Context: an optimization exercise on an open-source flow, tuned for small area. The choices shown serve that exercise and are no tape-out recipe.
Only simulation tests tie the RTL to the original design; equivalence was not proved.
Power and IR drop assume default switching activity.

==> wip/violet: inputs <==
Design WcaUpConverter, start of the top module:
module WcaUpConverter
(
	input              clock,
	input              reset,
	input              enable,
	input  wire [7:0]  cfg,
	input  wire        strobe_cic,
	input  wire [31:0] phase_cordic,
	input  wire [3:0]  log2_rate,
	input  wire        strobe_if,
	input  wire [31:0] iq_bb_in,
	output reg  [23:0] iq_if_out
);
	wire aclr     = cfg[1];
	wire rst_cic  = reset | aclr | ~enable;
	wire rst_cor  = reset | aclr;
	wire [11:0] icic_out, qcic_out;
	WcaCicInterp cic_i (.clock(clock), .reset(rst_cic), .strobe_cic(strobe_cic), .strobe_if(strobe_if),
		.log2_rate(log2_rate), .data_in(iq_bb_in[15:0]), .data_out(icic_out));
	WcaCicInterp cic_q (.clock(clock), .reset(rst_cic), .strobe_cic(strobe_cic), .strobe_if(strobe_if),
		.log2_rate(log2_rate), .data_in(iq_bb_in[31:16]), .data_out(qcic_out));
	reg [11:0] icic_latch, qcic_latch;
	always @(posedge clock)
		if (strobe_if) begin
			icic_latch <= icic_out;
			qcic_latch <= qcic_out;
		end
	wire [11:0] icor_in = cfg[3] ? iq_bb_in[15:4]  : icic_latch;
	wire [11:0] qcor_in = cfg[3] ? iq_bb_in[31:20] : qcic_latch;
	reg [11:0] X0, Y0;
	reg [10:0] A0;
	always @(posedge clock)
		if (strobe_if) begin
			case (phase_cordic[31:30])
				2'b01:   begin X0 <= -qcor_in; Y0 <= icor_in;  end
				2'b10:   begin X0 <= qcor_in;  Y0 <= -icor_in; end
				default: begin X0 <= icor_in;  Y0 <= qcor_in;  end
			endcase
			A0 <= {phase_cordic[31], phase_cordic[29:20]};
		end
	wire [11:0] xn, yn;
	WcaCordic12 cordic (.clock(clock), .reset(rst_cor), .strobe(strobe_if),
		.X0(X0), .Y0(Y0), .A0(A0), .XN(xn), .YN(yn));
	always @(posedge clock)
		if (strobe_if)
			iq_if_out <= cfg[2] ? {qcor_in, icor_in} : {yn, xn};
endmodule
export LEC_CHECK = 0
export CAP_MARGIN = 20
export CORE_MARGIN = 2
export CORE_UTILIZATION = 70
export CTS_CLUSTER_DIAMETER = 120
export CTS_CLUSTER_SIZE = 24
export SLEW_MARGIN = 20
create_clock -name core_clock -period 8.0 [get_ports {clock}]
standard.sh (not shown) runs the stock make flow with config.mk's settings and CLKGATE_MAP_FILE= SYNTH_SCRIPT=/design/flow/synth_recipe.tcl, a recipe that flattens the netlist after the stock synthesis.
==> flow/flow/run.sh <==
#!/bin/bash
# Layout flow: the standard layout (standard.sh) with these changes:
# - synthesis: yosys 'synth' runs with -noabc, so its generic ABC pass does
#   not restructure the explicitly written ripple-carry adders before
#   extract_fa maps them to full-adder cells; and the final ABC mapping uses
#   flow/abc.script (area-oriented mapping, &nf -a) instead of ORFS's speed
#   script. Registers, their names and cell types are those of the standard
#   synthesis; only the combinational mapping differs.
# - every input and output port is still buffered, with the smallest buffer
#   (buf_1) instead of the cell buffer_ports picks by default
#   (clkdlybuf4s50_1); the resizer still upsizes or adds buffers where
#   timing, slew or fanout need it.
# Each tool's output is logged here (make.log) and by ORFS under orfs/logs/.
set -euo pipefail
here=$(pwd)
flowdir=$(cd "$(dirname "${BASH_SOURCE[0]}")" && pwd)
std_first='proc synth {args} { yosys synth -nofsm -noshare {*}$args }'
if [[ "$(head -1 synth_recipe.tcl)" != "$std_first" ]]; then
  echo "unexpected first line in synth_recipe.tcl" >&2
  exit 1
fi
cp "$flowdir/abc.script" "$here/abc_custom.script"
{
  echo 'proc synth {args} { yosys synth -nofsm -noshare -noabc {*}$args }'
  echo "proc abc {args} { set i [lsearch -exact \$args -script]; if {\$i >= 0} { lset args [expr {\$i+1}] $here/abc_custom.script }; yosys abc {*}\$args }"
  tail -n +2 synth_recipe.tcl
} > "$here/synth_recipe_custom.tcl"
sed "s#SYNTH_SCRIPT=[^ ]*#SYNTH_SCRIPT=$here/synth_recipe_custom.tcl#" standard.sh > "$here/standard_custom.sh"
grep -q "SYNTH_SCRIPT=$here/synth_recipe_custom.tcl" "$here/standard_custom.sh"
BUFFER_PORTS_ARGS="-buffer_cell sky130_fd_sc_hd__buf_1" bash "$here/standard_custom.sh" > "$here/make.log" 2>&1
==> flow/flow/abc.script <==
&get -n
&st
&dch
&nf -a
&put
topo
stime -c
buffer -c
upsize -c
dnsize -c
==> wip/cedar: changes against wip/violet <==
==> flow/flow/abc.script (replaced) <==
&get -n
&st
&dch
&nf -a
&st
&dc2
&dch
&nf -a
&put
topo
stime -c
buffer -c
upsize -c
dnsize -c
- CORE_UTILIZATION: 70 -> 80
==> notes <==
Of wip/cedar and wip/violet, wip/violet has the higher register-to-register slack (gap 160 ps). Clock-buffer cell count: wip/cedar is lower than wip/violet (6). In wip/violet the non-clock buffer count is higher than in wip/cedar, by 3. Of wip/cedar and wip/violet, wip/violet has the higher worst setup slack (gap 160 ps). Of wip/cedar and wip/violet, wip/violet has the higher worst hold slack (gap 9.8 ps). Against wip/violet, the area after synthesis of wip/cedar is lower by about 0.8%. Between wip/cedar and wip/violet, the lower clock skew is in wip/violet (gap 0.88 ps). Against wip/cedar, the wire length of wip/violet is lower by 7.8%. Against wip/violet, the via count of wip/cedar is higher by about 4%. Between wip/cedar and wip/violet, the lower die area is in wip/cedar (gap 13%, measured against wip/violet).


==> indigo: inputs <==
WcaUpConverter, a different RTL version from the one above (not shown whole).
==> flow/config.mk <==
export PLATFORM = sky130hd
export DESIGN_NAME = WcaUpConverter
export DESIGN_NICKNAME = WcaUpConverter
export VERILOG_FILES = /design/flow/design.v
export SDC_FILE = /design/flow/constraint.sdc
export NUM_CORES = 4
export LEC_CHECK = 0
export CAP_MARGIN = 20
export CORE_MARGIN = 2
export CORE_UTILIZATION = 60
export CTS_CLUSTER_DIAMETER = 150
export CTS_CLUSTER_SIZE = 30
export SLEW_MARGIN = 20
==> flow/constraint.sdc <==
create_clock -name core_clock -period 8.0 [get_ports {clock}]
set_input_delay 1.6000 -clock core_clock [delete_from_list [all_inputs] [get_ports {clock}]]
set_output_delay 1.6000 -clock core_clock [all_outputs]
set_load 0.01 [all_outputs]
==> flow/flow/run.sh <==
#!/bin/bash
# Layout flow: the standard layout (standard.sh), with one change to
# synthesis: yosys 'synth' runs with -noabc, so its generic ABC pass does not
# restructure the explicitly written ripple-carry adders before extract_fa
# maps them to full-adder cells (that pass leaves them with an inverter on an
# input and on the sum of most bits). Registers, their names and cell types
# are the same as in the standard synthesis. Each tool's output is logged
# here (make.log) and by ORFS under orfs/logs/.
set -euo pipefail
here=$(pwd)
std_first='proc synth {args} { yosys synth -nofsm -noshare {*}$args }'
if [[ "$(head -1 synth_recipe.tcl)" != "$std_first" ]]; then
  echo "unexpected first line in synth_recipe.tcl" >&2
  exit 1
fi
{ echo 'proc synth {args} { yosys synth -nofsm -noshare -noabc {*}$args }'; tail -n +2 synth_recipe.tcl; } > "$here/synth_recipe_noabc.tcl"
sed "s#SYNTH_SCRIPT=[^ ]*#SYNTH_SCRIPT=$here/synth_recipe_noabc.tcl#" standard.sh > "$here/standard_noabc.sh"
grep -q "SYNTH_SCRIPT=$here/synth_recipe_noabc.tcl" "$here/standard_noabc.sh"
bash "$here/standard_noabc.sh" > "$here/make.log" 2>&1
==> willow: changes against indigo <==
--- a/flow/flow/run.sh
+++ b/flow/flow/run.sh
@@ -4,7 +4,10 @@
 # restructure the explicitly written ripple-carry adders before extract_fa
 # maps them to full-adder cells (that pass leaves them with an inverter on an
 # input and on the sum of most bits). Registers, their names and cell types
-# are the same as in the standard synthesis. Each tool's output is logged
+# are the same as in the standard synthesis. Every input and output port is
+# still buffered, with the smallest buffer (buf_1) instead of the cell
+# buffer_ports picks by default (clkdlybuf4s50_1, 2.7x the area); the
+# resizer still upsizes or adds buffers where timing, slew or fanout need it. Each tool's output is logged
 # here (make.log) and by ORFS under orfs/logs/.
 set -euo pipefail
 here=$(pwd)
@@ -16,4 +19,4 @@
 { echo 'proc synth {args} { yosys synth -nofsm -noshare -noabc {*}$args }'; tail -n +2 synth_recipe.tcl; } > "$here/synth_recipe_noabc.tcl"
 sed "s#SYNTH_SCRIPT=[^ ]*#SYNTH_SCRIPT=$here/synth_recipe_noabc.tcl#" standard.sh > "$here/standard_noabc.sh"
 grep -q "SYNTH_SCRIPT=$here/synth_recipe_noabc.tcl" "$here/standard_noabc.sh"
-bash "$here/standard_noabc.sh" > "$here/make.log" 2>&1
+BUFFER_PORTS_ARGS="-buffer_cell sky130_fd_sc_hd__buf_1" bash "$here/standard_noabc.sh" > "$here/make.log" 2>&1
- CORE_UTILIZATION: 60 -> 70
- CTS_CLUSTER_DIAMETER: 150 -> 120
- CTS_CLUSTER_SIZE: 30 -> 24
==> summary of the runs <==
Of indigo and willow, willow has the higher worst setup slack (gap 0.14 ns). Area after synthesis is the same in willow and indigo. Wire length is about the same in indigo and willow. Clock skew: indigo is lower than willow (0.0046 ns). Against willow, the via count of indigo is lower by about 1.3%. Clock power: indigo is smaller than willow (about 7%). In indigo the die area is larger than in willow, by 16%. Sequential share of layout area: willow is higher than indigo (0.31 points). Against indigo, the hold slack of willow is worse by 0.0036 ns. Between indigo and willow, the lower final cell count is in willow (gap about 2.3%, measured against willow). In willow the global-route usage is higher than in indigo, by 3.9 points.
==> figures <==
Area Growth Syn to Fin: indigo 5.416%; willow 4.694%
Fraction of power spent switching nets: indigo 33.12%; willow 33.61%
Layout net count: indigo 4597; willow 4610
Power dissipated by switching net loads: indigo 5376 uW; willow 5609 uW
Detail-routed via count per cell: indigo 5.648; willow 5.851
Top routing layer used: indigo met4; willow met5
Worst-case setup slack after placement: indigo 0.4270 ns; willow 0.5005 ns
Total CTS buffers: indigo 37; willow 45
Startpoint of the lowest-slack hold path: indigo A0[2]; willow cordic.a2[3]
Sequential cell power: indigo 7880 uW; willow 7890 uW
Number of fillers in the final layout: indigo 6279; willow 4552
Via count of the first global-routing pass: indigo 28825; willow 29440
Clock-pin transition on the worst setup and hold timing paths: indigo 0.12 ns; willow 0.10 ns
Wire length on met1: indigo 46280 um; willow 42890 um
Delay of the slowest cell on the worst path: indigo 0.61 ns; willow 0.60 ns
Overall die width: indigo 293.9 um; willow 272.4 um
Drt first-iter violations: indigo 1873; willow 2503
Result of the run: indigo finished clean; willow finished clean
Relative area of clock buffers and inverters in the final design: indigo 1.971%; willow 2.385%
GR Util All Layers: indigo 23.65%; willow 27.54%
Power density cells: indigo 305.4 nW/um^2; willow 316.2 nW/um^2
Placed wire-length estimate: indigo 73660 um; willow 72530 um
Total Power: indigo 16230 uW; willow 16690 uW

-- separate check: timing with driven ports --
The results above use ideal ports. As a check the final layouts listed here were re-extracted and re-timed, cells and wires unchanged.
Step 1 assumes that a clkbuf_16 drives the clock port and a buf_2 every other input.
Step 2 times the ports against the registers' clock, not the clock port: input delays grow and output delays shrink by t, the midpoint of the rising clock arrivals with the driver on.
a / b / c = ideal / step 1 / step 2; a / b = the first two.
run | shift t [ns] | setup WS [ns] | slew at the worst register clock pin (ns) | cell pins on the clock port's net
wip/violet | 0.675 | 0.919 / 0.919 / 0.919 | 0.10 / 0.10 | 1
wip/cedar | 0.685 | 0.760 / 0.760 / 0.760 | 0.10 / 0.10 | 1
indigo | 0.668 | 0.380 / 0.380 / 0.380 | 0.12 / 0.12 | 1
willow | 0.689 | 0.518 / 0.518 / 0.518 | 0.10 / 0.10 | 1
After both steps setup and hold are still met in every run listed.
